Background: an optimization exercise with open tools, aiming at small area and a short achievable clock period. Do not read the settings as production practice.
Power figures rest on the tool's default switching activity, not on a simulated workload.

==> module filter_mlab, before the edit <==
module filter_mlab
               (
                i_clk,
                i_clk_enable,
                i_reset_n,
                filter_in,
                filter_out
                );
  input   i_clk;
  input   i_clk_enable;
  input   i_reset_n;
  input   signed [17:0] filter_in;
  output  signed [17:0] filter_out;
  reg  [3:0] cur_count;             
  reg  [3:0] vcnt;                  
  reg  signed [17:0] r [0:10];
  reg  signed [17:0] output_register;
  wire       is_s = cur_count[3];   
  reg  [3:0] sel1;                  
  reg  [3:0] sel2;                  
  wire [3:0] cnt_n  = is_s ? 4'd0 : cur_count + 4'd1;
  wire [3:0] vcnt_n = (is_s && vcnt != 4'd11) ? vcnt + 4'd1 : vcnt;
  function v;
    input [3:0] vc;
    input [3:0] a;
    v = (a < vc);
  endfunction
  reg [3:0] s1_n, s2_n;
  always @* begin
    s1_n = 4'd0;
    s2_n = 4'd0;
    case (cnt_n)
      4'd0: begin s1_n[0] = v(vcnt_n, 4'd7);  s2_n[0] = v(vcnt_n, 4'd6); end
      4'd1: begin s1_n[1] = v(vcnt_n, 4'd1);  s2_n[1] = v(vcnt_n, 4'd1); end
      4'd2: begin s1_n[1] = v(vcnt_n, 4'd7);  s2_n[0] = v(vcnt_n, 4'd7); end
      4'd3: begin s1_n[2] = v(vcnt_n, 4'd2);                             end
      4'd4: begin s1_n[3] = v(vcnt_n, 4'd9);  s2_n[2] = v(vcnt_n, 4'd5); end
      4'd5: begin s1_n[2] = v(vcnt_n, 4'd3);                             end
      4'd6: begin s1_n[3] = v(vcnt_n, 4'd10);                            end
      4'd7: begin s1_n[0] = v(vcnt_n, 4'd5);  s2_n[3] = v(vcnt_n, 4'd5); end
      default: begin s1_n[1] = v(vcnt_n, 4'd10); s2_n[1] = v(vcnt_n, 4'd10); end
    endcase
  end
  always @(posedge i_clk or negedge i_reset_n)
    if (!i_reset_n) begin
      cur_count <= 4'd8;
      vcnt      <= 4'd0;
      sel1      <= 4'd0;
      sel2      <= 4'd0;
    end
    else if (i_clk_enable) begin
      cur_count <= cnt_n;
      vcnt      <= vcnt_n;
      sel1      <= s1_n;
      sel2      <= s2_n;
    end
  integer i;
  always @(posedge i_clk)
    if (i_clk_enable) begin
      r[0] <= is_s ? filter_in : r[10];
      for (i = 1; i < 11; i = i + 1)
        r[i] <= r[i-1];
    end
  wire [24:0] x5  = {{7{r[5][17]}},  r[5]};
  wire [24:0] x8  = {{7{r[8][17]}},  r[8]};
  wire [24:0] x10 = {{7{r[10][17]}}, r[10]};
  wire [24:0] v1 = ({25{sel1[0]}} & x8)
                 | ({25{sel1[1]}} & (x10 << 2))
                 | ({25{sel1[2]}} & (x10 << 3))
                 | ({25{sel1[3]}} & (x8 << 3));
  wire [24:0] v2 = ({25{sel2[0]}} & (x10 << 4))
                 | ({25{sel2[1]}} & x10)
                 | ({25{sel2[2]}} & (x5 << 3))
                 | ({25{sel2[3]}} & (x8 << 2));
  reg  [24:0] acc;
  reg         c1, c2, c3;
  wire [24:0] base = is_s ? 25'd16 : acc;
  wire        ci1  = c1 & ~is_s;
  wire        ci2  = c2 & ~is_s;
  wire        ci3  = c3 & ~is_s;
  wire [24:0] nv1  = ~v1;
  wire [24:0] hs   = base ^ nv1 ^ v2;
  wire [24:0] hc   = (base & nv1) | (base & v2) | (nv1 & v2);
  wire [6:0]  s0   = {1'b0, hs[5:0]}         + {1'b0, hc[4:0], 1'b1};
  wire [7:0]  s1w  = {1'b0, hs[11:6], 1'b1}  + {1'b0, hc[10:5], ci1};
  wire [7:0]  s2w  = {1'b0, hs[17:12], 1'b1} + {1'b0, hc[16:11], ci2};
  wire [7:0]  s3w  = {hs[24:18], 1'b1}       + {hc[23:17], ci3};
  always @(posedge i_clk)
    if (i_clk_enable) begin
      acc <= {s3w[7:1], s2w[6:1], s1w[6:1], s0[5:0]};
      c1  <= s0[6];
      c2  <= s1w[7];
      c3  <= s2w[7];
    end
  wire [18:0] hi   = acc[24:6] + {c3, 5'd0, c2, 5'd0, c1};
  wire [19:0] q    = {hi, acc[5]};
  wire        tie  = (acc[4:0] == 5'd0);
  wire        pos_ovf = ~q[19] & (q[18] | q[17]);
  wire        neg_ovf =  q[19] & ~(q[18] & q[17]);
  wire [17:0] yr   = {q[17:1], q[0] & ~tie};
  wire [17:0] y    = (vcnt == 4'd0) ? 18'd0 :
                     pos_ovf ? 18'h1ffff : neg_ovf ? 18'h20000 : yr;
  always @(posedge i_clk or negedge i_reset_n)
    if (!i_reset_n)
      output_register <= 18'sd0;
    else if (i_clk_enable && is_s)
      output_register <= y;
  assign filter_out = output_register;
endmodule
export LEC_CHECK = 0
export CAP_MARGIN = 20
export CORE_MARGIN = 2
export CORE_UTILIZATION = 40
export SLEW_MARGIN = 20
create_clock -name core_clock -period 10.0 [get_ports {i_clk}]
standard.sh (not shown) runs the stock make flow with config.mk's settings and CLKGATE_MAP_FILE= SYNTH_SCRIPT=/design/flow/synth_recipe.tcl, a recipe that flattens the netlist after the stock synthesis.
==> flow/flow/run.sh <==
#!/bin/bash
set -o pipefail
bash standard.sh 'SETUP_SLACK_MARGIN=6.9' 'CTS_CLUSTER_SIZE=30' 'CTS_CLUSTER_DIAMETER=60' 'BUFFER_PORTS_ARGS=-buffer_cell sky130_fd_sc_hd__buf_2' 'CORE_UTILIZATION=60' 'PLACE_DENSITY=0.75' finish 2>&1 | tee standard.log
Edit:
--- a/flow/design.v
+++ b/flow/design.v
@@ -59,45 +59,45 @@
   always @(posedge i_clk)
     if (i_clk_enable) begin
       r[0] <= is_s ? filter_in : r[10];
       for (i = 1; i < 11; i = i + 1)
         r[i] <= r[i-1];
     end
-  wire [24:0] x5  = {{7{r[5][17]}},  r[5]};
-  wire [24:0] x8  = {{7{r[8][17]}},  r[8]};
-  wire [24:0] x10 = {{7{r[10][17]}}, r[10]};
-  wire [24:0] v1 = ({25{sel1[0]}} & x8)
-                 | ({25{sel1[1]}} & (x10 << 2))
-                 | ({25{sel1[2]}} & (x10 << 3))
-                 | ({25{sel1[3]}} & (x8 << 3));
-  wire [24:0] v2 = ({25{sel2[0]}} & (x10 << 4))
-                 | ({25{sel2[1]}} & x10)
-                 | ({25{sel2[2]}} & (x5 << 3))
-                 | ({25{sel2[3]}} & (x8 << 2));
+  wire [21:0] x5  = {{4{r[5][17]}},  r[5]};
+  wire [21:0] x8  = {{4{r[8][17]}},  r[8]};
+  wire [21:0] x10 = {{4{r[10][17]}}, r[10]};
+  wire [21:0] v1 = ({22{sel1[0]}} & x8)
+                 | ({22{sel1[1]}} & (x10 << 2))
+                 | ({22{sel1[2]}} & (x10 << 3))
+                 | ({22{sel1[3]}} & (x8 << 3));
+  wire [21:0] v2 = ({22{sel2[0]}} & (x10 << 4))
+                 | ({22{sel2[1]}} & x10)
+                 | ({22{sel2[2]}} & (x5 << 3))
+                 | ({22{sel2[3]}} & (x8 << 2));
+  wire [21:0] u1 = {v1[21], ~v1[20:0]};
+  wire [21:0] u2 = {~v2[21], v2[20:0]};
   reg  [24:0] acc;
-  reg         c1, c2, c3;
-  wire [24:0] base = is_s ? 25'd16 : acc;
+  reg         c1, c2;
+  wire [24:0] base = is_s ? 25'h1c00010 : acc;
   wire        ci1  = c1 & ~is_s;
   wire        ci2  = c2 & ~is_s;
-  wire        ci3  = c3 & ~is_s;
-  wire [24:0] nv1  = ~v1;
-  wire [24:0] hs   = base ^ nv1 ^ v2;
-  wire [24:0] hc   = (base & nv1) | (base & v2) | (nv1 & v2);
-  wire [6:0]  s0   = {1'b0, hs[5:0]}         + {1'b0, hc[4:0], 1'b1};
-  wire [7:0]  s1w  = {1'b0, hs[11:6], 1'b1}  + {1'b0, hc[10:5], ci1};
-  wire [7:0]  s2w  = {1'b0, hs[17:12], 1'b1} + {1'b0, hc[16:11], ci2};
-  wire [7:0]  s3w  = {hs[24:18], 1'b1}       + {hc[23:17], ci3};
+  wire [24:0] hs   = {base[24:22], base[21:0] ^ u1 ^ u2};
+  wire [24:0] hc   = {3'b000, (base[21:0] & u1) | (base[21:0] & u2) | (u1 & u2)};
+  wire [8:0]  s0   = {1'b0, hs[7:0]}   + {1'b0, hc[6:0], 1'b1};
+  wire [9:0]  s1w  = {1'b0, hs[15:8], 1'b1} + {1'b0, hc[14:7], ci1};
+  wire [9:0]  s2w  = {hs[24:16], 1'b1}      + {hc[23:15], ci2};
+  wire [8:0]  s1   = s1w[9:1];
+  wire [8:0]  s2   = s2w[9:1];
   always @(posedge i_clk)
     if (i_clk_enable) begin
-      acc <= {s3w[7:1], s2w[6:1], s1w[6:1], s0[5:0]};
-      c1  <= s0[6];
-      c2  <= s1w[7];
-      c3  <= s2w[7];
+      acc <= {s2[8:0], s1[7:0], s0[7:0]};
+      c1  <= s0[8];
+      c2  <= s1[8];
     end
-  wire [18:0] hi   = acc[24:6] + {c3, 5'd0, c2, 5'd0, c1};
-  wire [19:0] q    = {hi, acc[5]};
+  wire [16:0] hi   = acc[24:8] + {8'd0, c2, 7'd0, c1};
+  wire [19:0] q    = {hi, acc[7:5]};
   wire        tie  = (acc[4:0] == 5'd0);
   wire        pos_ovf = ~q[19] & (q[18] | q[17]);
   wire        neg_ovf =  q[19] & ~(q[18] & q[17]);
   wire [17:0] yr   = {q[17:1], q[0] & ~tie};
   wire [17:0] y    = (vcnt == 4'd0) ? 18'd0 :
                      pos_ovf ? 18'h1ffff : neg_ovf ? 18'h20000 : yr;
Outcome: The new run finished with timing, DRC and antenna clean; worst setup slack degrades by 0.040 ns; area after synthesis shrinks by about 3%; register-to-register slack got worse by 0.05 ns; design area came out lower by about 1.8%; routed wire length is lower by about 1.3%; first-iteration DRC count rose by about 0.56%; die area drops by 2.8%; total power barely changes; via count goes down by about 2.4%; clock skew goes down by 0.010 ns; clock-buffer cell count rose by 2; fmax falls by about 1.3%; sequential power barely changes; cell count goes down by about 5%.
No run of this note included a check of the RTL's function; only the layout flow was run.

-- afterwards: timing with drivers on the ports --
No port has a modelled driver above. Below, the same layouts with a new extraction and two added sets of constraints.
Step 1 (the two cells are an assumption about what drives the block):
set clk [get_ports {i_clk}]
set_driving_cell -lib_cell sky130_fd_sc_hd__clkbuf_16 $clk
set_driving_cell -lib_cell sky130_fd_sc_hd__buf_2 [delete_from_list [all_inputs] $clk]
Step 2 moves the port delays by t, midway between the first and last clock arrival at a register: inputs arrive t later, outputs are due t later. That takes back most of the time a late clock gives input paths.
Three values: ideal, step 1, step 2; two values: the first two.
run	t (ns)	setup WS [ns]	latest minus earliest clock arrival (ns)
the first run	0.544	6.929 / 6.882 / 6.351	0.037 / 0.037
the second run	0.559	6.889 / 6.884 / 6.409	0.029 / 0.028
After both steps setup and hold are still met in every run listed. The setup slack of the first run, which loses most, moves by -0.047 ns with the drivers and by -0.578 ns with both steps.
